From an optimization exercise on the open Yosys and OpenROAD flow, aimed at small area; shortcuts taken in it are not production practice. In this exercise RTL edits were held to simulation tests only and were not proved equivalent to the original. No run shown here takes its clock network from TritonCTS; it comes from the design's own scripts or RTL. The flow treats the clock pin as an ideal source. Dropping or thinning the clock tree relies on that and would not hold on a real chip. No activity file was given, so power comes from the tool's default toggle rates.

$ cat flow/flow/run.sh
#!/bin/bash
# Standard ORFS flow with these changes:
#  - synthesis: no adder-cell extraction, and ABC run with several
#    area-oriented scripts (flow/abc_*.abc); the smallest netlist is kept
#  - buf_1 port buffers
#  - a one-level clock tree built by flow/cts_pre.tcl in place of TritonCTS
set -uo pipefail
HERE=$PWD
export CLK_BUF=${CLK_BUF:-sky130_fd_sc_hd__buf_8}
export CLK_NBUF=${CLK_NBUF:-1}
best=""; best_area=""
for s in $HERE/flow/abc_*.abc; do
  n=$(basename $s .abc)
  MY_ABC_SCRIPT=$s make -C $FLOW_HOME DESIGN_CONFIG=$HERE/config.mk \
    WORK_HOME=$HERE/try/$n CLKGATE_MAP_FILE= SYNTH_SCRIPT=$HERE/flow/synth.tcl \
    ADDER_MAP_FILE= synth > $HERE/try_$n.log 2>&1
  a=$(grep "Chip area for module" $HERE/try/$n/reports/*/*/*/synth_stat.txt | awk '{print $NF}')
  echo "$n $a" >> $HERE/abc_choice.log
  if [[ -n "$a" ]] && { [[ -z "$best" ]] || awk "BEGIN{exit !($a < $best_area)}"; }; then
    best=$s; best_area=$a
  fi
done
echo "chosen $best $best_area" >> $HERE/abc_choice.log
rm -rf $HERE/try
export MY_ABC_SCRIPT=$best
bash standard.sh finish \
  SYNTH_SCRIPT=$HERE/flow/synth.tcl \
  ADDER_MAP_FILE= \
  BUFFER_PORTS_ARGS="-buffer_cell sky130_fd_sc_hd__buf_1" \
  PRE_CTS_TCL=$HERE/flow/cts_pre.tcl \
  > $HERE/flow_make.log 2>&1
$ cat flow/flow/cts_pre.tcl
# Replaces TritonCTS with a one-level clock tree: the clock port drives
# CLK_NBUF buffers of type CLK_BUF, each next to the registers it drives
# (registers split into groups by position). The rest of ORFS's cts.tcl
# (legalisation, timing repair) runs as usual.
set clk_buf $::env(CLK_BUF)
set nbuf $::env(CLK_NBUF)
set block [ord::get_db_block]
set clk_net [$block findNet clk]
set sinks {}
foreach it [$clk_net getITerms] {
  set inst [$it getInst]
  set bbox [$inst getBBox]
  set x [expr {([$bbox xMin] + [$bbox xMax]) / 2}]
  set y [expr {([$bbox yMin] + [$bbox yMax]) / 2}]
  lappend sinks [list $x $y "[$inst getName]/[[$it getMTerm] getName]"]
}
set n [llength $sinks]
puts "manual clock tree: $n sinks, $nbuf x $clk_buf"
# split into groups: sort by x, then by y inside each group
set sinks [lsort -integer -index 0 $sinks]
set per [expr {int(ceil(double($n) / $nbuf))}]
set dbu [$block getDbUnitsPerMicron]
for {set g 0} {$g < $nbuf} {incr g} {
  set grp [lrange $sinks [expr {$g * $per}] [expr {($g + 1) * $per - 1}]]
  if {[llength $grp] == 0} { continue }
  set sx 0; set sy 0; set pins {}
  foreach s $grp {
    set sx [expr {$sx + [lindex $s 0]}]
    set sy [expr {$sy + [lindex $s 1]}]
    lappend pins [get_pins [lindex $s 2]]
  }
  set cx [expr {double($sx) / [llength $grp] / $dbu}]
  set cy [expr {double($sy) / [llength $grp] / $dbu}]
  insert_buffer -buffer_cell $clk_buf -net clk -load_pins $pins \
    -location [list $cx $cy] -buffer_name clkbuf_$g -net_name clknet_$g
}
foreach net [$block getNets] {
  if {[string match clknet_* [$net getName]]} { $net setSigType CLOCK }
}
$clk_net setSigType CLOCK
proc clock_tree_synthesis {args} { puts "clock_tree_synthesis skipped: manual clock tree" }
set_propagated_clock [all_clocks]
$ cat flow/flow/abc_b2.abc
strash
&get -n
&st
&dch -f
&nf -a -R 1000
&put
$ cat flow/flow/abc_a1.abc
strash
dch
map -a
topo
$ cat flow/standard.sh
#!/bin/bash
# synth_recipe.tcl (not shown) runs the flow's synth.tcl, then flattens the netlist and writes it again
# the make line also repeats each setting of config.mk as NAME=value (left out here)
make -C /OpenROAD-flow-scripts/flow DESIGN_CONFIG=/design/flow/config.mk WORK_HOME=/design/flow/orfs CLKGATE_MAP_FILE= SYNTH_SCRIPT=/design/flow/synth_recipe.tcl "${@:-finish}"
$ cat flow/constraint.sdc
create_clock -name core_clock -period 10.0 [get_ports {clk}]
set_input_delay 2.0000 -clock core_clock [delete_from_list [all_inputs] [get_ports {clk}]]
set_output_delay 2.0000 -clock core_clock [all_outputs]
set_load 0.01 [all_outputs]
$ cat flow/flow/abc_b5.abc
strash
&get -n
&st
&syn2
&synch2
&dch
&nf -a -R 1000
&put
$ cat flow/flow/synth.tcl
# synth_recipe.tcl with ABC's script swapped for an area-oriented one
proc synth {args} { yosys synth -nofsm -noshare {*}$args }
proc abc {args} {
  set i [lsearch -exact $args -script]
  if { $i >= 0 } {
    set args [lreplace $args [expr {$i+1}] [expr {$i+1}] $::env(MY_ABC_SCRIPT)]
  }
  yosys abc {*}$args
}
source $::env(SCRIPTS_DIR)/synth.tcl
# left out here: clear keep_hierarchy, flatten, clean up, hide names made inside functions, write 1_2_yosys.v
$ cat flow/flow/abc_b4.abc
strash
balance
rewrite
refactor
balance
rewrite -z
rewrite -z
balance
dch -f
amap
topo
$ cat flow/config.mk
export PLATFORM = sky130hd
export DESIGN_NAME = top
export DESIGN_NICKNAME = top
export VERILOG_FILES = /design/flow/design.v
export SDC_FILE = /design/flow/constraint.sdc
export NUM_CORES = 4
export LEC_CHECK = 0
export CAP_MARGIN = 20
export CORE_AREA = 2 2 68 68
export DIE_AREA = 0 0 70 70
export PLACE_DENSITY = 0.85
export SLEW_MARGIN = 20
$ cat flow/flow/abc_a7.abc
strash
&get -n
&st
&syn2
&dch
&nf -a -R 1000
&put
$ cat flow/design.v
module top #(
    parameter PWM_INTERVAL = 1200        
)(
    input logic clk,
    input logic rst,
    output logic RGB_R,
    output logic RGB_G,
    output logic RGB_B
);
    logic [3:0] b;
    logic [6:0] A;
    logic [3:0] c;
    logic [6:0] H;
    logic [1:0] s;
    logic b0, b9, p_end, c_end, h_end;
    assign b0    = ~|b;
    assign b9    = b[3] & b[0];
    assign p_end = b9 & A[6] & A[5] & A[4] & A[3] & A[1] & A[0];    
    assign c_end = c[3] & c[0];                                      
    assign h_end = H[6] & H[5] & H[4] & H[3] & H[1];                 
    logic [7:0] ca, ch, cb, cc;
    assign cb[0] = 1'b1;
    assign ca[0] = b0;
    assign cc[0] = p_end;
    assign ch[0] = p_end & c_end;
    genvar i;
    generate
        for (i = 0; i < 7; i++) begin : g_inc7
            assign ca[i+1] = ca[i] & A[i];
            assign ch[i+1] = ch[i] & H[i];
        end
        for (i = 0; i < 4; i++) begin : g_inc4
            assign cb[i+1] = cb[i] & b[i];
            assign cc[i+1] = cc[i] & c[i];
        end
    endgenerate
    always_ff @(posedge clk) begin
        if (rst || b9)
            b <= 4'd0;
        else
            b <= b ^ cb[3:0];
        if (rst || p_end)
            A <= 7'd3;
        else
            A <= A ^ ca[6:0];
        if (rst || (p_end && c_end))
            c <= 4'd0;
        else
            c <= c ^ cc[3:0];
        if (rst || (ch[0] && h_end))
            H <= 7'd3;
        else
            H <= H ^ ch[6:0];
        if (rst || (ch[0] && h_end && s[1]))
            s <= 2'd0;
        else if (ch[0] && h_end)
            s <= {s[0], ~s[0]};
    end
    logic [7:0] gr, lf;
    assign gr[0] = 1'b0;
    assign lf[0] = 1'b0;
    generate
        for (i = 0; i < 7; i++) begin : g_cmp
            assign gr[i+1] = (A[i] & ~H[i]) | ((A[i] | ~H[i]) & gr[i]);
            assign lf[i+1] = (~H[i] & ~A[i]) | ((~H[i] | ~A[i]) & lf[i]);
        end
    endgenerate
    logic lit_rise, lit_fall, lit_zero;
    assign lit_rise = ~gr[7];
    assign lit_fall = lf[7];
    assign lit_zero = ~|A[6:2];      
    always_comb begin
        case (s)
            2'd0:    {RGB_R, RGB_G, RGB_B} = ~{lit_fall, lit_rise, lit_zero};
            2'd1:    {RGB_R, RGB_G, RGB_B} = ~{lit_zero, lit_fall, lit_rise};
            default: {RGB_R, RGB_G, RGB_B} = ~{lit_rise, lit_zero, lit_fall};
        endcase
    end
endmodule
$ cat flow/flow/abc_a4.abc
strash
dch
amap
topo
==> qor.csv, run 1 <==
metric,value,unit
result of the run,"complete, no violations",
ys flop type,sky130_fd_sc_hd__dfxtp_1,
required time of the critical path,8.00,ns
Post-Synth Adder-Cell Area,3.73,%
global-route wire length before repair,3.72,mm
effective utilization at floorplan,25.1,%
netlist area before placement,1070,sq um
post-synthesis compound-gate area fraction,23.1,%
clock latency on the worst-skew pair,0.14,ns
clock-pin slew reported for the worst setup and hold paths after clock tree synthesis,0.12,ns
violation count after the first detailed-routing iteration,87,
crit end category,output pin,
top-area cell type share of the netlist area,44.8,%
Post-CTS Repair Setup Buffers,0,
final setup vio count,0,
Final Critical Period,4.97,ns
Post-Synth XOR/XNOR Area,4.08,%
average wire per standard cell,10.8,um
number of antenna violations at the first check in global routing,0,
"Seq/Total Area, Yosys",44.8,%
accumulated negative setup slack,0,ns
count of buffers inserted at the top-level ports,4,
combinational family with the most area after synthesis,compound AO/OA/AOI/OAI gates,
area enclosed by the die boundary,4900,sq um
number of instances in the synthesized netlist,127,
vias after detailed routing,914,
post-DP HPWL,1.49,mm
Worst Max-Slew Pin Slew,0.915,ns
critical-path maximum fanout,7,
final setup skew,0.00221,ns
nets@finish,136,
synthesized-area fraction occupied by and/or/nand/nor cells,21.5,%
crit start category,flip-flop,
Netlist cell types,28,
IR Drop Worst-Case VDD,0.0000653,V
Initial DRT Pass Iterations,4,
Pwr per Cell Area,140,nW/um^2
cells taking the most area after synthesis,"sky130_fd_sc_hd__dfxtp_1 (45%), sky130_fd_sc_hd__a21oi_1 (9.3%), sky130_fd_sc_hd__nor2_1 (4.9%)",
yosys warns,1,
P&R area growth vs syn,8.87,%
die width,70,um
final wirelength,1.99,mm
worst hold-check path type,reg -> reg,
synthesized netlist net count,129,
residual antenna-violating net count after detailed routing,0,
"EDFF count, synth",0,
register bit total from synthesis,24,
part of the cycle the worst path needs,49.7,%
Worst path slowest cell,sky130_fd_sc_hd__dfxtp_1,
leading area contributor after synthesis,sky130_fd_sc_hd__dfxtp_1,
Inserted Diodes,0,
ratio of cells with drive above 1 in the final layout,0.758,%
aggregate global routing overflow,0,
final routed DRC violation total,0,
hold buffer count at cts,0,
max-cap viol count,0,
total count of max-transition violations in the final report,0,
static power due to leakage,0.363,nW
Resized Gates After CTS,0,
unrepaired setup endpoints after global routing,false,
total core area,4260,sq um
final hold violation count,0,
cell-by-cell trace of the critical path,nor2_1 > a21oi_1 > a21oi_1 > maj3_1 > nor2_1 > a21oi_1 > maj3_1 > maj3_1 > maj3_1 > o21ai_0 > o21ai_0 > buf_1,
IO Pins,5,
Syn Area/Cell,8.44,sq um
via count of the first global-routing pass,889,
arrival time reported for the critical path endpoint,2.97,ns
number of rows in the core area,24,
CP max stage delay,0.46,ns
tightest slew margin relative to the limit,38.4,%
achievable clock frequency,201,MHz
async set-or-reset flop fraction in the synthesized netlist,0,%
most repeated library cell on the critical path,sky130_fd_sc_hd__maj3_1,
Crit Path Category,reg -> out,
global-route usage over all layers,8.44,%
largest net degree at the start of global routing,25,
multiplexer fraction of the synthesized cell area,1.05,%
routed via count divided by cell count,4.97,
final estimated routing congestion in global placement,0.784,
Finished Core Util,27.4,%
hold_ws,0.497,ns
chip height,70,um
==> synthesized netlist by cell type (2+ instances only) <==
cell type,number
sky130_fd_sc_hd__nor3_1,5
sky130_fd_sc_hd__o21ai_0,9
sky130_fd_sc_hd__dfxtp_1,24
sky130_fd_sc_hd__or2_0,2
sky130_fd_sc_hd__a21oi_1,20
sky130_fd_sc_hd__nand4_1,2
sky130_fd_sc_hd__nand3_1,2
sky130_fd_sc_hd__a22oi_1,2
sky130_fd_sc_hd__nor2_1,14
sky130_fd_sc_hd__xnor2_1,2
sky130_fd_sc_hd__nor3b_1,2
sky130_fd_sc_hd__and3_1,5
sky130_fd_sc_hd__nand2_1,5
sky130_fd_sc_hd__nand2b_1,2
sky130_fd_sc_hd__o22ai_1,2
sky130_fd_sc_hd__xor2_1,3
sky130_fd_sc_hd__maj3_1,4
sky130_fd_sc_hd__a211oi_1,5
sky130_fd_sc_hd__a31oi_1,2
sky130_fd_sc_hd__and2_0,2
sky130_fd_sc_hd__clkinv_1,5
sky130_fd_sc_hd__nor4_1,2
==> path summary, 6_finish.rpt <==
path / cells past startpoint / slack, ns / from / end
worst max-delay path: 12 / 5.03 / H[1]$_SDFF_PP1_ / RGB_G
worst min-delay path: 2 / 0.50 / c[0]$_SDFF_PP0_ / c[0]$_SDFF_PP0_
worst max register to register: 7 / 7.33 / A[4]$_SDFF_PP0_ / H[3]$_SDFF_PP0_
worst min register to register: 2 / 0.50 / c[0]$_SDFF_PP0_ / c[0]$_SDFF_PP0_
==> area by class of cell, without the clock buffers <==
type	instances	area [sq um]
multi-input cells	98	573
well taps	52	65.1
fillers	456	3100
repair buffers	4	15.0
flip-flops and latches	24	480
inverters	5	18.8
==> logic make-up after synthesis <==
logic type | Yosys count
mux | 1
compound gates | 43
xor+xnor | 5
simple gates | 45
buf+inv | 5
flops | 24
fa+ha+maj | 4
==> worst max-delay path, delay by kind of cell (launching register included) <==
kind / cells / cell delay (ns)
compound gates: 5 / 0.55
fa+ha+maj: 4 / 1.49
buf+inv: 1 / 0.13
flops: 1 / 0.46
simple gates: 2 / 0.18
==> through the flow <==
stage	power (mW)	setup WS [ns]	instance area, sq um	std cells
2_1_floorplan	0.125	5.52	1070	127
3_3_place_gp	0.130	5.39	1150	183
3_5_place_dp	0.130	5.26	1150	183
4_1_cts	0.165	5.05	1170	184
5_1_grt	0.174	4.76	1170	184
6_report	0.163	5.03	1170	184
==> state kept, by name, indices dropped and copies added, names as in the netlist <==
register	flops
A	7
H	7
b	4
c	4
s	2
==> where the power goes <==
part | internal [mW] | switching [mW] | leakage [nW] | total, mW
clock | 0.0115 | 0.0227 | 0.00742 | 0.0342
combinational | 0.0106 | 0.0124 | 0.160 | 0.0230
sequential | 0.0995 | 0.00662 | 0.195 | 0.106
total | 0.122 | 0.0417 | 0.363 | 0.163
==> routing by layer <==
| metal | wire (um) | vias up | global-route usage (%) |
|---|---|---|---|
| met5 | 0 | - | 0 |
| met2 | 952 | 16 | 15.9 |
| met1 | 980 | 419 | 11.2 |
| li1 | - | 477 | - |
| met3 | 38 | 2 | 0.144 |
| met4 | 23 | 0 | 0.855 |
==> placed cells by master (no fill, tap or decap), types with 2 or more instances in the layout <==
cell,Yosys,routed
sky130_fd_sc_hd__and2_0,2,2
sky130_fd_sc_hd__buf_1,0,4
sky130_fd_sc_hd__nand3_1,2,2
sky130_fd_sc_hd__xor2_1,3,3
sky130_fd_sc_hd__a211oi_1,5,5
sky130_fd_sc_hd__xnor2_1,2,2
sky130_fd_sc_hd__or2_0,2,2
sky130_fd_sc_hd__maj3_1,4,4
sky130_fd_sc_hd__o22ai_1,2,2
sky130_fd_sc_hd__nor3_1,5,5
sky130_fd_sc_hd__nand2b_1,2,2
sky130_fd_sc_hd__clkinv_1,5,5
sky130_fd_sc_hd__and3_1,5,5
sky130_fd_sc_hd__nor3b_1,2,2
sky130_fd_sc_hd__nand2_1,5,5
sky130_fd_sc_hd__a22oi_1,2,2
sky130_fd_sc_hd__dfxtp_1,24,24
sky130_fd_sc_hd__o21ai_0,9,9
sky130_fd_sc_hd__nor2_1,14,14
sky130_fd_sc_hd__a31oi_1,2,2
sky130_fd_sc_hd__nor4_1,2,2
sky130_fd_sc_hd__a21oi_1,20,20
sky130_fd_sc_hd__nand4_1,2,2
==> inputs of run 2 (changes only) <==
--- a/flow/design.v
+++ b/flow/design.v
@@ -70,10 +70,8 @@
     assign lit_fall = lf[7];
     assign lit_zero = ~|A[6:2];      
-    always_comb begin
-        case (s)
-            2'd0:    {RGB_R, RGB_G, RGB_B} = ~{lit_fall, lit_rise, lit_zero};
-            2'd1:    {RGB_R, RGB_G, RGB_B} = ~{lit_zero, lit_fall, lit_rise};
-            default: {RGB_R, RGB_G, RGB_B} = ~{lit_rise, lit_zero, lit_fall};
-        endcase
-    end
+    logic seg0;
+    assign seg0  = ~(s[1] | s[0]);
+    assign RGB_R = ~(lit_zero | (seg0 & lit_fall) | (s[1] & lit_rise));
+    assign RGB_G = ~(lit_zero | (seg0 & lit_rise) | (s[0] & lit_fall));
+    assign RGB_B = ~(lit_zero | (s[0] & lit_rise) | (s[1] & lit_fall));
 endmodule
==> flow/flow/run.sh (replaced) <==
#!/bin/bash
# Standard ORFS flow with these changes:
#  - synthesis: no adder-cell extraction, and ABC run with several
#    area-oriented scripts (flow/abc_*.abc, 4 at a time); the smallest
#    netlist is kept and the layout is made from it
#  - buf_1 port buffers
#  - a one-level clock tree built by flow/cts_pre.tcl in place of TritonCTS
set -uo pipefail
HERE=$PWD
export CLK_BUF=${CLK_BUF:-sky130_fd_sc_hd__buf_12}
export CLK_NBUF=${CLK_NBUF:-1}
try_one() {
  local s=$1 n
  n=$(basename $s .abc)
  MY_ABC_SCRIPT=$s make -C $FLOW_HOME DESIGN_CONFIG=$HERE/config.mk \
    WORK_HOME=$HERE/try/$n CLKGATE_MAP_FILE= SYNTH_SCRIPT=$HERE/flow/synth.tcl \
    ADDER_MAP_FILE= NUM_CORES=1 synth > $HERE/try_$n.log 2>&1
  a=$(grep "Chip area for module" $HERE/try/$n/reports/*/*/*/synth_stat.txt | awk '{print $NF}')
  echo "${a:-999999} $s"
}
export -f try_one
export HERE
ls $HERE/flow/abc_*.abc | xargs -P 4 -I{} bash -c 'try_one {}' | sort -n -k1 -s > $HERE/abc_choice.log
best=$(head -1 $HERE/abc_choice.log | awk '{print $2}')
echo "chosen $best" >> $HERE/abc_choice.log
rm -rf $HERE/try
export MY_ABC_SCRIPT=$best
bash standard.sh finish \
  SYNTH_SCRIPT=$HERE/flow/synth.tcl \
  ADDER_MAP_FILE= \
  BUFFER_PORTS_ARGS="-buffer_cell sky130_fd_sc_hd__buf_1" \
  PRE_CTS_TCL=$HERE/flow/cts_pre.tcl \
  > $HERE/flow_make.log 2>&1
==> flow/flow/abc_c2.abc (new file) <==
strash
&get -n
&deepsyn -T 20
&dch -f
&nf -a -R 1000
&put
==> flow/flow/abc_d4.abc (new file) <==
strash
&get -n
&st
&syn2
&dch
&nf -a -R 1000
&put
mfs2
strash
&get -n
&st
&dch
&nf -a -R 1000
&put
==> flow/flow/abc_g_ds_d_am.abc (new file) <==
strash
&get -n
&deepsyn -T 10
&put
dch
amap
topo
==> flow/flow/abc_g_ds_d_nfR.abc (new file) <==
strash
&get -n
&deepsyn -T 10
&dch
&nf -a -R 1000
&put
==> flow/flow/abc_g_ds_df_am.abc (new file) <==
strash
&get -n
&deepsyn -T 10
&put
dch -f
amap
topo
==> flow/flow/abc_g_ds_df_nf.abc (new file) <==
strash
&get -n
&deepsyn -T 10
&dch -f
&nf
&put
==> flow/flow/abc_g_ds_df_nfR.abc (new file) <==
strash
&get -n
&deepsyn -T 10
&dch -f
&nf -a -R 1000
&put
==> flow/flow/abc_g_s2_df_nfR.abc (new file) <==
strash
&get -n
&st
&syn2
&dch -f
&nf -a -R 1000
&put
==> flow/flow/abc_g_s3_d_am.abc (new file) <==
strash
&get -n
&st
&syn3
&put
dch
amap
topo
==> flow/flow/abc_g_s3_d_nfR.abc (new file) <==
strash
&get -n
&st
&syn3
&dch
&nf -a -R 1000
&put
==> flow/flow/abc_g_s3_df_am.abc (new file) <==
strash
&get -n
&st
&syn3
&put
dch -f
amap
topo
==> flow/flow/abc_g_s3_df_nfR.abc (new file) <==
strash
&get -n
&st
&syn3
&dch -f
&nf -a -R 1000
&put
removed: flow/flow/abc_a1.abc
removed: flow/flow/abc_a4.abc
removed: flow/flow/abc_b2.abc
removed: flow/flow/abc_b5.abc
==> run 2 against run 1 <==
Compared with the run above:
- still clean on timing, DRC and antenna
- via count rose by 4.4%
- design area shrank 0.86%
- combinational power is 28% lower
- fmax up 30%
- critical path depth fell by 3
- setup slack gained 1.1 ns
- core utilization decreased by 0.23 points
- wire length shrank 3.0%
- critical path type unchanged
- largest cell class unchanged
==> qor.csv, run 2 <==
metric,value,unit,change
fin worst setup slack,6.18,ns,+1.15 ns
combinational family with the most area after synthesis,simple AND/OR/NAND/NOR gates,,
"Seq/Total Area, Yosys",45.4,%,+0.64 points
worst reg-to-reg setup slack,7.36,ns,+0.03 ns
number of antenna violations at the first check in global routing,0,,unchanged
multiplexer fraction of the synthesized cell area,0,%,-1.1 points
routed via count divided by cell count,4.79,,-3.5%
kind of cell adding the most delay to the critical path,compound AO/OA/AOI/OAI gates,,
area enclosed by the die boundary,4900,sq um,unchanged
global-route usage over all layers,8.56,%,+0.12 points
crit start category,flip-flop,,
die width,70,um,unchanged
cell area after layout,1160,sq um,-0.86%
Syn Area/Cell,7.45,sq um,-12%
Inserted Diodes,0,,unchanged
"EDFF count, synth",0,,unchanged
most frequent cell after synthesis,sky130_fd_sc_hd__nor2_1,,
synthesized-area fraction occupied by and/or/nand/nor cells,29.8,%,+8.4 points
Place WS,6.37,ns,+1.11 ns
register bit total from synthesis,24,,unchanged
Non-Filler Instances,199,,+8.2%
cell-by-cell trace of the critical path,clkinv_1 > o211ai_1 > o221ai_1 > a21oi_1 > a221oi_1 > a21oi_1 > nor2_1 > nor3_1 > buf_1,,
most common library cell in the layout ignoring fill and taps,sky130_fd_sc_hd__nor2_1,,
via count of the first global-routing pass,895,,+0.67%
most used cells in the layout excluding fill and tap cells,"sky130_fd_sc_hd__nor2_1 (31), sky130_fd_sc_hd__dfxtp_1 (24), sky130_fd_sc_hd__clkinv_1 (17), sky130_fd_sc_hd__nand2_1 (12), sky130_fd_sc_hd__nor3_1 (10)",,
achievable clock frequency,262,MHz,+30%
hold_ws,0.479,ns,-0.0181 ns
Worst path slowest cell,sky130_fd_sc_hd__dfxtp_1,,
count of buffers inserted at the top-level ports,4,,unchanged
worst setup path startpoint,H[1]$_SDFF_PP1_,,
vias after detailed routing,954,,+4.4%
Register-to-Register Path Depth,8,,+1
required time of the critical path,8.00,ns,about the same
arrival time reported for the critical path endpoint,1.82,ns,-1.15 ns
cells taking the most area after synthesis,"sky130_fd_sc_hd__dfxtp_1 (45%), sky130_fd_sc_hd__nor2_1 (11%), sky130_fd_sc_hd__clkinv_1 (6.0%)",,
effective utilization at floorplan,24.8,%,-0.35 points
static power due to leakage,0.382,nW,+5.4%
synthesized netlist net count,144,,+12%
CP max stage delay,0.41,ns,-0.05 ns
number of instances in the synthesized netlist,142,,+12%
yosys warns,1,,unchanged
clock-pin slew reported for the worst setup and hold paths after clock tree synthesis,0.09,ns,-0.03 ns
Post-Synth Adder-Cell Area,0,%,-3.7 points
Final Critical Period,3.82,ns,-1.15 ns
tightest slew margin relative to the limit,60.2,%,+22 points
violation count after the first detailed-routing iteration,23,,-74%
nets@finish,151,,+11%
clock latency on the worst-skew pair,0.13,ns,about the same
Initial DRT Pass Iterations,4,,unchanged
largest net degree at the start of global routing,25,,unchanged
hold buffer count at cts,0,,unchanged
aggregate global routing overflow,0,,unchanged
chip height,70,um,unchanged
final hold violation count,0,,unchanged
IR Drop Worst-Case VDD,0.0000523,V,-20%
number of rows in the core area,24,,unchanged
dpl cell area,1140,sq um,-1.3%
accumulated negative setup slack,0,ns,unchanged
Crit Path Category,reg -> out,,
Post-CTS Repair Setup Buffers,0,,unchanged
min-delay src,c[3]$_SDFF_PP0_,,
ratio of cells with drive above 1 in the final layout,0.680,%,-0.077 points
worst hold-check path type,reg -> reg,,
RR Startpoint,A[6]$_SDFF_PP0_,,
final routed DRC violation total,0,,unchanged
max-cap viol count,0,,unchanged
critical path buffer and inverter count,2,,+1
final wirelength,1.94,mm,-3.0%
Top Registers,"A: 7 flops, H: 7 flops",,
Levels on crit path,9,,-3
Post-Synth XOR/XNOR Area,0,%,-4.1 points
residual antenna-violating net count after detailed routing,0,,unchanged
number of cells on the worst hold path,2,,unchanged
final estimated routing congestion in global placement,0.796,,+1.5%
most repeated library cell on the critical path,sky130_fd_sc_hd__a21oi_1,,
Critical Path End,RGB_R,,
top-area cell type share of the netlist area,45.4,%,+0.64 points
total count of max-transition violations in the final report,0,,unchanged
post-synthesis compound-gate area fraction,18.7,%,-4.4 points
ys flop type,sky130_fd_sc_hd__dfxtp_1,,
unrepaired setup endpoints after global routing,false,,
total core area,4260,sq um,unchanged
Resized Gates After CTS,0,,unchanged
Pwr per Cell Area,137,nW/um^2,-2.4%
final setup vio count,0,,unchanged
critical-path maximum fanout,5,,-2
global-route wire length before repair,3.75,mm,+0.73%
most numerous cell types in the synthesized netlist,"sky130_fd_sc_hd__nor2_1 (31), sky130_fd_sc_hd__dfxtp_1 (24), sky130_fd_sc_hd__clkinv_1 (17)",,
Finished Core Util,27.1,%,-0.23 points
capture point of the worst reg-to-reg path,s[1]$_SDFFE_PP0P_,,
result of the run,"complete, no violations",,
IO Pins,5,,unchanged
netlist area before placement,1060,sq um,-1.4%
total instance count after detailed placement,198,,+8.2%
crit end category,output pin,,
Netlist cell types,22,,-21%
post-DP HPWL,1.55,mm,+4.1%
average wire per standard cell,9.72,um,-10%
leading area contributor after synthesis,sky130_fd_sc_hd__dfxtp_1,,
total power after layout,0.158,mW,-3.2%
async set-or-reset flop fraction in the synthesized netlist,0,%,unchanged
part of the cycle the worst path needs,38.2,%,-11 points
P&R area growth vs syn,9.47,%,
final setup skew,0.00276,ns,+0.000552 ns
Worst Max-Slew Pin Slew,0.591,ns,-0.325 ns
Filler Cells Inserted,477,,+4.6%
[run 2: cell count changes in the layout (fill, tap and decap cells not counted), sizes merged, moves of 3 or more]
| cell | change |
|---|---|
| nor3 | +5 |
| nor2 | +17 |
| o22ai | +4 |
| maj3 | -4 |
| xor2 | -3 |
| a21oi | -14 |
| clkinv | +12 |
| nand2 | +7 |
[run 2: worst min-delay path by stage]
stage | endpoint | slack (ns)
2_1_floorplan | c[3]$_SDFF_PP0_ | 0.44
3_3_place_gp | c[3]$_SDFF_PP0_ | 0.45
3_5_place_dp | c[3]$_SDFF_PP0_ | 0.46
4_1_cts | c[3]$_SDFF_PP0_ | 0.49
5_1_grt | c[3]$_SDFF_PP0_ | 0.53
6_report | c[3]$_SDFF_PP0_ | 0.48
[run 2: routing by layer]
| layer | share of wire, % | global-route usage (%) | vias to the layer above |
|---|---|---|---|
| met5 | 0 | 0 | - |
| met4 | 0.52 | 0.427 | 0 |
| met3 | 1.4 | 0.433 | 2 |
| met2 | 46 | 16.2 | 5 |
| met1 | 52 | 11.2 | 434 |
| li1 | - | - | 513 |
[run 2: final cells by class, without the clock buffers]
type	count	area (sq um)	area share, %
timing repair buffer	4	15.0	1.30
multi-input combinational	101	513	44.3
inverter	17	63.8	5.51
sequential	24	480	41.5
tap	52	65.1	5.62
[run 2: worst register-to-register path: stages, from the launching register on]
cell	delay [ns]
sky130_fd_sc_hd__dfxtp_1	0.43
sky130_fd_sc_hd__clkinv_1	0.17
sky130_fd_sc_hd__nor4_1	0.51
sky130_fd_sc_hd__and2_0	0.31
sky130_fd_sc_hd__nand2_1	0.15
sky130_fd_sc_hd__nor4_1	0.56
sky130_fd_sc_hd__nor2_1	0.17
sky130_fd_sc_hd__clkinv_1	0.15
sky130_fd_sc_hd__o22ai_1	0.08
[run 2: where the power goes]
part	leakage [nW]	switching, mW	internal [mW]
Combinational	0.178	0.0102	0.00630
Clock	0.00940	0.0231	0.0163
Sequential	0.195	0.00350	0.0986
[run 2: logic make-up after synthesis]
family / count (synthesis)
AND/OR/NAND/NOR: 70
flip-flops: 24
AO/OA/AOI/OAI: 31
buffers and inverters: 17
==> inputs of run 3 (changes only) <==
--- a/flow/flow/run.sh
+++ b/flow/flow/run.sh
@@ -8,6 +8,6 @@
 set -uo pipefail
 HERE=$PWD
-export CLK_BUF=${CLK_BUF:-sky130_fd_sc_hd__buf_12}
-export CLK_NBUF=${CLK_NBUF:-1}
+export CLK_BUF=${CLK_BUF:-sky130_fd_sc_hd__buf_4}
+export CLK_NBUF=${CLK_NBUF:-2}
 try_one() {
   local s=$1 n
--- a/flow/config.mk
+++ b/flow/config.mk
@@ -9,4 +9,4 @@
 export CORE_AREA = 2 2 68 68
 export DIE_AREA = 0 0 70 70
-export PLACE_DENSITY = 0.85
+export PLACE_DENSITY = 0.95
 export SLEW_MARGIN = 20
==> run 3 against run 2 <==
Compared with the run above:
- sequential share of layout area increased by 0.18 points
- fmax down 1.8%
- flip-flop and latch count unchanged
- design area is 0.43% lower
- largest cell class unchanged
- sequential power barely moved
- worst hold slack improved by 0.015 ns
- critical path type unchanged
- global-route usage is 0.26 points higher
- combinational power is essentially flat
- setup slack worse by 0.069 ns
==> qor.csv, run 3 <==
metric,value,unit,change
residual antenna-violating net count after detailed routing,0,,unchanged
global-route usage over all layers,8.82,%,+0.26 points
total core area,4260,sq um,unchanged
most numerous cell types in the synthesized netlist,"sky130_fd_sc_hd__nor2_1 (31), sky130_fd_sc_hd__dfxtp_1 (24), sky130_fd_sc_hd__clkinv_1 (17)",,
Register-to-Register Path Depth,8,,unchanged
Non-Filler Instances,200,,+0.50%
Pwr per Cell Area,132,nW/um^2,-3.2%
Post-CTS Repair Setup Buffers,0,,unchanged
total instance count after detailed placement,198,,unchanged
violation count after the first detailed-routing iteration,47,,+100%
leading area contributor after synthesis,sky130_fd_sc_hd__dfxtp_1,,
chip height,70,um,unchanged
top-area cell type share of the netlist area,45.4,%,unchanged
Resized Gates After CTS,0,,unchanged
IO Pins,5,,unchanged
post-DP HPWL,1.62,mm,+4.3%
ratio of cells with drive above 1 in the final layout,1.35,%,+0.67 points
"EDFF count, synth",0,,unchanged
achievable clock frequency,257,MHz,-1.8%
total power after layout,0.152,mW,-3.6%
area enclosed by the die boundary,4900,sq um,unchanged
register bit total from synthesis,24,,unchanged
Syn Area/Cell,7.45,sq um,unchanged
async set-or-reset flop fraction in the synthesized netlist,0,%,unchanged
result of the run,"complete, no violations",,
uppermost layer routed,met3,,
routed via count divided by cell count,5.04,,+5.0%
final setup skew,0.00493,ns,+0.00217 ns
Switch Pwr,0.0368,mW,+0.12%
max-cap viol count,0,,unchanged
Comb power frac,10.8,%,+0.4 points
IR Drop Worst-Case VDD,0.0000772,V,+48%
number of rows in the core area,24,,unchanged
crit end category,output pin,,
Finished Core Util,27.0,%,-0.12 points
final setup vio count,0,,unchanged
static power due to leakage,0.382,nW,about the same
ys flop type,sky130_fd_sc_hd__dfxtp_1,,
number of cells on the worst hold path,1,,-1
Final Critical Period,3.89,ns,+0.0693 ns
effective utilization at floorplan,24.8,%,unchanged
hold buffer count at cts,0,,unchanged
RR Startpoint,A[6]$_SDFF_PP0_,,
most common library cell in the layout ignoring fill and taps,sky130_fd_sc_hd__nor2_1,,
fin worst setup slack,6.11,ns,-0.0693 ns
Filler Cells Inserted,465,,-2.5%
netlist area before placement,1060,sq um,unchanged
global-route wire length before repair,3.87,mm,+3.3%
met1 routed wirelength after detailed routing,952,um,-4.5%
average wire per standard cell,10.5,um,+7.7%
final estimated routing congestion in global placement,0.841,,+5.6%
final routed DRC violation total,0,,unchanged
final wirelength,2.09,mm,+8.2%
number of instances in the synthesized netlist,142,,unchanged
part of the cycle the worst path needs,38.9,%,+0.69 points
min-delay src,b[0]$_SDFF_PP0_,,
most used cells in the layout excluding fill and tap cells,"sky130_fd_sc_hd__nor2_1 (31), sky130_fd_sc_hd__dfxtp_1 (24), sky130_fd_sc_hd__clkinv_1 (17), sky130_fd_sc_hd__nand2_1 (12), sky130_fd_sc_hd__nor3_1 (10)",,
P&R area growth vs syn,8.99,%,
yosys warns,1,,unchanged
count of buffers inserted at the top-level ports,4,,unchanged
vias after detailed routing,1007,,+5.6%
accumulated negative setup slack,0,ns,unchanged
met3 WL post-DR,92,um,+240%
via count of the first global-routing pass,934,,+4.4%
Initial DRT Pass Iterations,4,,unchanged
Inserted Diodes,0,,unchanged
final hold violation count,0,,unchanged
Crit Path Category,reg -> out,,
synthesized netlist net count,144,,unchanged
number of antenna violations at the first check in global routing,0,,unchanged
dpl cell area,1140,sq um,unchanged
Flop pwr share,67.2,%,+2.6 points
die width,70,um,unchanged
Place WS,6.33,ns,-0.0399 ns
crit start category,flip-flop,,
unrepaired setup endpoints after global routing,false,,
cells taking the most area after synthesis,"sky130_fd_sc_hd__dfxtp_1 (45%), sky130_fd_sc_hd__nor2_1 (11%), sky130_fd_sc_hd__clkinv_1 (6.0%)",,
"Seq/Total Area, Yosys",45.4,%,unchanged
critical-path maximum fanout,4,,-1
arrival time reported for the critical path endpoint,1.89,ns,+0.07 ns
worst hold-check path type,reg -> reg,,
clock share of power,22.0,%,-2.9 points
total count of max-transition violations in the final report,0,,unchanged
Sw Share,24.2,%,+0.91 points
nets@finish,152,,+0.66%
Top Registers,"A: 7 flops, H: 7 flops",,
Netlist cell types,22,,unchanged
required time of the critical path,8.00,ns,about the same
aggregate global routing overflow,0,,unchanged
clock latency on the worst-skew pair,0.14,ns,about the same
Internal Pwr Total,0.115,mW,-4.8%
wire length on met2,1.05,mm,+17%
Worst Max-Slew Pin Slew,0.614,ns,+0.0227 ns
tightest slew margin relative to the limit,58.7,%,-1.5 points
most frequent cell after synthesis,sky130_fd_sc_hd__nor2_1,,
worst setup path startpoint,A[1]$_SDFF_PP1_,,
hold_ws,0.494,ns,+0.0147 ns
largest net degree at the start of global routing,13,,-48%
cell area after layout,1150,sq um,-0.43%
clock-pin slew reported for the worst setup and hold paths after clock tree synthesis,0.11,ns,+0.02 ns
run 3: worst max-delay path: stages (launching register included):
cell,delay (ns)
sky130_fd_sc_hd__dfxtp_1,0.40
sky130_fd_sc_hd__clkinv_1,0.15
sky130_fd_sc_hd__o211ai_1,0.18
sky130_fd_sc_hd__o221ai_1,0.13
sky130_fd_sc_hd__a21oi_1,0.14
sky130_fd_sc_hd__a221oi_1,0.07
sky130_fd_sc_hd__a21oi_1,0.24
sky130_fd_sc_hd__nor2_1,0.09
sky130_fd_sc_hd__nor3_1,0.18
sky130_fd_sc_hd__buf_1,0.17
run 3: worst paths after layout:
kind	end	slack (ns)
worst min-delay path	b[0]$_SDFF_PP0_	0.49
worst max-delay path	RGB_G	6.11
worst min register to register	b[0]$_SDFF_PP0_	0.49
worst max register to register	s[1]$_SDFFE_PP0P_	7.34
run 3: logic make-up after synthesis:
group	after synthesis	share of synthesized area, %
AND/OR/NAND/NOR	70	29.8
AO/OA/AOI/OAI	31	18.7
flip-flops	24	45.4
buffers and inverters	17	6.04
run 3: power groups by stage:
stage | combinational, mW | clock, mW | sequential (mW)
finish | 0.0165 | 0.0335 | 0.102
detailed placement | 0.0163 | 0 | 0.104
floorplan | 0.0130 | 0 | 0.103
global placement | 0.0160 | 0 | 0.104
CTS | 0.0164 | 0.0347 | 0.102
global route | 0.0192 | 0.0378 | 0.103
run 3: final cells by class, without the clock buffers:
cell class,instances,area (sq um),area share (%)
flip-flops and latches,24,480,41.7
inverters,17,63.8,5.54
multi-input cells,101,513,44.5
well taps,52,65.1,5.65
repair buffers,4,15.0,1.30
run 3: routing by layer:
layer	up-vias	global-route usage (%)
li1	511	-
met1	477	11.0
met2	19	16.7
met3	0	0.866
met4	0	1.07
met5	-	0
==> inputs of run 4 (changes only) <==
--- a/flow/design.v
+++ b/flow/design.v
@@ -11,5 +11,7 @@
     logic [6:0] A;
     logic [3:0] c;
+    logic [6:0] Hn;    
     logic [6:0] H;
+    assign H = ~Hn;
     logic [1:0] s;
     logic b0, b9, p_end, c_end, h_end;
@@ -49,7 +51,7 @@
             c <= c ^ cc[3:0];
         if (rst || (ch[0] && h_end))
-            H <= 7'd3;
+            Hn <= ~(7'd3);
         else
-            H <= H ^ ch[6:0];
+            Hn <= ~(H ^ ch[6:0]);
         if (rst || (ch[0] && h_end && s[1]))
             s <= 2'd0;
==> run 4 against run 3 <==
Compared with the run above:
- critical path type unchanged
- still clean on timing, DRC and antenna
- flip-flop and latch count unchanged
- sequential power hardly changed
- worst hold slack better by 0.0032 ns
- power up 5.7%
- final cell count shrank 9.0%
==> qor.csv, run 4 <==
metric,value,unit,change
final estimated routing congestion in global placement,0.768,,-8.6%
die width,70,um,unchanged
Non-Filler Instances,182,,-9.0%
Worst Max-Slew Pin Slew,0.891,ns,+0.278 ns
clock-pin slew reported for the worst setup and hold paths after clock tree synthesis,0.10,ns,about the same
post-DP HPWL,1.39,mm,-14%
Crit Path Category,reg -> out,,
async set-or-reset flop fraction in the synthesized netlist,0,%,unchanged
effective utilization at floorplan,24.7,%,-0.059 points
"EDFF count, synth",0,,unchanged
most repeated library cell on the critical path,sky130_fd_sc_hd__maj3_1,,
accumulated negative setup slack,0,ns,unchanged
most frequent cell after synthesis,sky130_fd_sc_hd__dfxtp_1,,
CP max stage delay,0.44,ns,+0.04 ns
unrepaired setup endpoints after global routing,false,,
final setup vio count,0,,unchanged
crit end category,output pin,,
number of rows in the core area,24,,unchanged
ys flop type,sky130_fd_sc_hd__dfxtp_1,,
total instance count after detailed placement,180,,-9.1%
routing usage on met1,10.8,%,-0.26 points
global-route wire length before repair,3.31,mm,-15%
global routing usage on met3,1.01,%,+0.14 points
final wirelength,1.84,mm,-12%
crit start category,flip-flop,,
tightest slew margin relative to the limit,40.0,%,-19 points
violation count after the first detailed-routing iteration,97,,+110%
number of antenna violations at the first check in global routing,0,,unchanged
vias after detailed routing,866,,-14%
most used cells in the layout excluding fill and tap cells,"sky130_fd_sc_hd__dfxtp_1 (24), sky130_fd_sc_hd__nor2_1 (16), sky130_fd_sc_hd__a21oi_1 (12), sky130_fd_sc_hd__o21ai_0 (7), sky130_fd_sc_hd__nor3_1 (7)",,
Post-CTS Repair Setup Buffers,0,,unchanged
static power due to leakage,0.377,nW,-1.4%
Syn Area/Cell,8.51,sq um,+14%
critical-path maximum fanout,6,,+2
top-area cell type share of the netlist area,45.6,%,+0.11 points
final hold violation count,0,,unchanged
Pwr per Cell Area,140,nW/um^2,+5.9%
routed via count divided by cell count,4.76,,-5.5%
Final Critical Period,5.32,ns,+1.42 ns
IO Pins,5,,unchanged
IR Drop Worst-Case VDD,0.0000381,V,-51%
hold buffer count at cts,0,,unchanged
Netlist cell types,26,,+18%
nets@finish,134,,-12%
ratio of cells with drive above 1 in the final layout,1.54,%,+0.19 points
register bit total from synthesis,24,,unchanged
via count of the first global-routing pass,765,,-18%
area enclosed by the die boundary,4900,sq um,unchanged
residual antenna-violating net count after detailed routing,0,,unchanged
total core area,4260,sq um,unchanged
Resized Gates After CTS,0,,unchanged
result of the run,"complete, no violations",,
global-route usage over all layers,7.62,%,-1.2 points
Top Registers,"A: 7 flops, Hn: 7 flops",,
cell-by-cell trace of the critical path,nor2b_1 > maj3_1 > maj3_1 > maj3_1 > maj3_1 > maj3_1 > maj3_1 > a221oi_1 > buf_1,,
largest net degree at the start of global routing,13,,unchanged
Initial DRT Pass Iterations,4,,unchanged
met2 Resource Use GR,12.8,%,-3.9 points
chip height,70,um,unchanged
total count of max-transition violations in the final report,0,,unchanged
cells taking the most area after synthesis,"sky130_fd_sc_hd__dfxtp_1 (46%), sky130_fd_sc_hd__a21oi_1 (5.7%), sky130_fd_sc_hd__maj3_1 (5.7%)",,
most numerous cell types in the synthesized netlist,"sky130_fd_sc_hd__dfxtp_1 (24), sky130_fd_sc_hd__nor2_1 (16), sky130_fd_sc_hd__a21oi_1 (12)",,
Place WS,4.87,ns,-1.46 ns
number of instances in the synthesized netlist,124,,-13%
leading area contributor after synthesis,sky130_fd_sc_hd__dfxtp_1,,
fin worst setup slack,4.68,ns,-1.42 ns
achievable clock frequency,188,MHz,-27%
yosys warns,1,,unchanged
netlist area before placement,1050,sq um,-0.24%
most common library cell in the layout ignoring fill and taps,sky130_fd_sc_hd__dfxtp_1,,
aggregate global routing overflow,0,,unchanged
part of the cycle the worst path needs,53.2,%,+14 points
arrival time reported for the critical path endpoint,3.32,ns,+1.43 ns
synthesized netlist net count,126,,-13%
final routed DRC violation total,0,,unchanged
Inserted Diodes,0,,unchanged
required time of the critical path,8.00,ns,about the same
worst hold-check path type,reg -> reg,,
count of buffers inserted at the top-level ports,4,,unchanged
P&R area growth vs syn,9.02,%,about the same
critical path buffer and inverter count,1,,-1
kind of cell adding the most delay to the critical path,adder cells,,
GRT Max-Usage Layer,met2,,
Filler Cells Inserted,449,,-3.4%
final setup skew,0.00902,ns,+0.00409 ns
Worst path slowest cell,sky130_fd_sc_hd__dfxtp_1,,
"Seq/Total Area, Yosys",45.6,%,+0.11 points
clock latency on the worst-skew pair,0.15,ns,about the same
average wire per standard cell,10.1,um,-3.4%
max-cap viol count,0,,unchanged
-- run 4: cell types whose count changed in the layout (fill, tap and decap cells not counted), moves of 3 or more --
cell | previous run | this run
sky130_fd_sc_hd__nor2_1 | 31 | 16
sky130_fd_sc_hd__clkinv_1 | 17 | 6
sky130_fd_sc_hd__a21oi_1 | 6 | 12
sky130_fd_sc_hd__maj3_1 | 0 | 6
sky130_fd_sc_hd__nand2_1 | 12 | 6
sky130_fd_sc_hd__o22ai_1 | 6 | 2
sky130_fd_sc_hd__xnor2_1 | 0 | 4
sky130_fd_sc_hd__nor3_1 | 10 | 7
-- run 4: tightest hold or removal path, stage by stage (launching register included) --
cell                      delay (ns)
sky130_fd_sc_hd__dfxtp_1        0.32
sky130_fd_sc_hd__nor2_1         0.09
sky130_fd_sc_hd__nor2_1         0.05
-- run 4: final timing paths --
kind | start | end | slack (ns) | cells after the start
worst max register to register | A[6]$_SDFF_PP0_ | Hn[5]$_SDFF_PP1_ | 7.33 | 9
worst max-delay path | A[0]$_SDFF_PP1_ | RGB_B | 4.68 | 9
worst min register to register | c[3]$_SDFF_PP0_ | c[3]$_SDFF_PP0_ | 0.50 | 2
worst min-delay path | c[3]$_SDFF_PP0_ | c[3]$_SDFF_PP0_ | 0.50 | 2
-- run 4: power breakdown --
part	leakage, nW	switching [mW]	internal, mW	total, mW
clock	0.00961	0.0229	0.0106	0.0335
combinational	0.172	0.0120	0.0102	0.0221
sequential	0.195	0.00583	0.0995	0.105
-- run 4: per-stage QoR --
stage | hold WS [ns] | total power, mW | area (sq um) | utilization [%]
finish | 0.497 | 0.161 | 1150 | 27.0
global route | 0.510 | 0.170 | 1150 | 27.0
CTS | 0.498 | 0.162 | 1150 | 27.0
detailed placement | 0.479 | 0.129 | 1130 | 26.6
global placement | 0.451 | 0.128 | 1130 | 26.6
floorplan | 0.440 | 0.124 | 1050 | -
-- run 4: final cells by class, without the clock buffers --
class                      instances  area, sq um  area share (%)
multi-input combinational         94          552            48.0
sequential                        24          480            41.8
tap                               52         65.1            5.66
inverter                           6         22.5            1.96
timing repair buffer               4         15.0            1.31
-- run 4: kinds of logic (layout without fill, tap and decap cells) --
family | count (synthesis) | count (layout) | synth area share, %
AOI/OAI and AO/OA | 31 | 31 | 17.8
xor gates and xnor gates | 6 | 6 | 4.98
adders and majority gates | 6 | 6 | 5.69
buffers and inverters | 6 | 12 | 2.14
DFF | 24 | 24 | 45.6
and+or+nand+nor | 51 | 51 | 23.8
-- run 4: layer usage --
layer | up-vias | share of wire (%)
met4 | 0 | 0.87
met1 | 394 | 49
met2 | 11 | 45
met5 | - | 0
met3 | 2 | 4.9
li1 | 459 | -

afterwards: timing with drivers on the ports:
No port has a modelled driver above. Below, the same layouts with a new extraction and two added sets of constraints. Step 1 assumes that a clkbuf_16 drives the clock port and a buf_2 every other input. Step 2 times the ports against the registers' clock, not the clock port: input delays grow and output delays shrink by t, the midpoint of the rising clock arrivals with the driver on. Slacks: ideal / step 1 / step 2; pairs: ideal / step 1.
| run | t (ns) | setup slack, ns | worst hold slack (ns) |
|---|---|---|---|
| run 1 | 0.167 | 5.031 / 5.004 / 5.171 | 0.497 / 0.497 / 0.497 |
| run 2 | 0.155 | 6.177 / 6.147 / 6.302 | 0.479 / 0.479 / 0.479 |
| run 3 | 0.168 | 6.108 / 6.082 / 6.250 | 0.494 / 0.494 / 0.494 |
| run 4 | 0.171 | 4.683 / 4.654 / 4.825 | 0.497 / 0.497 / 0.497 |
After both steps every run listed still meets setup and hold.
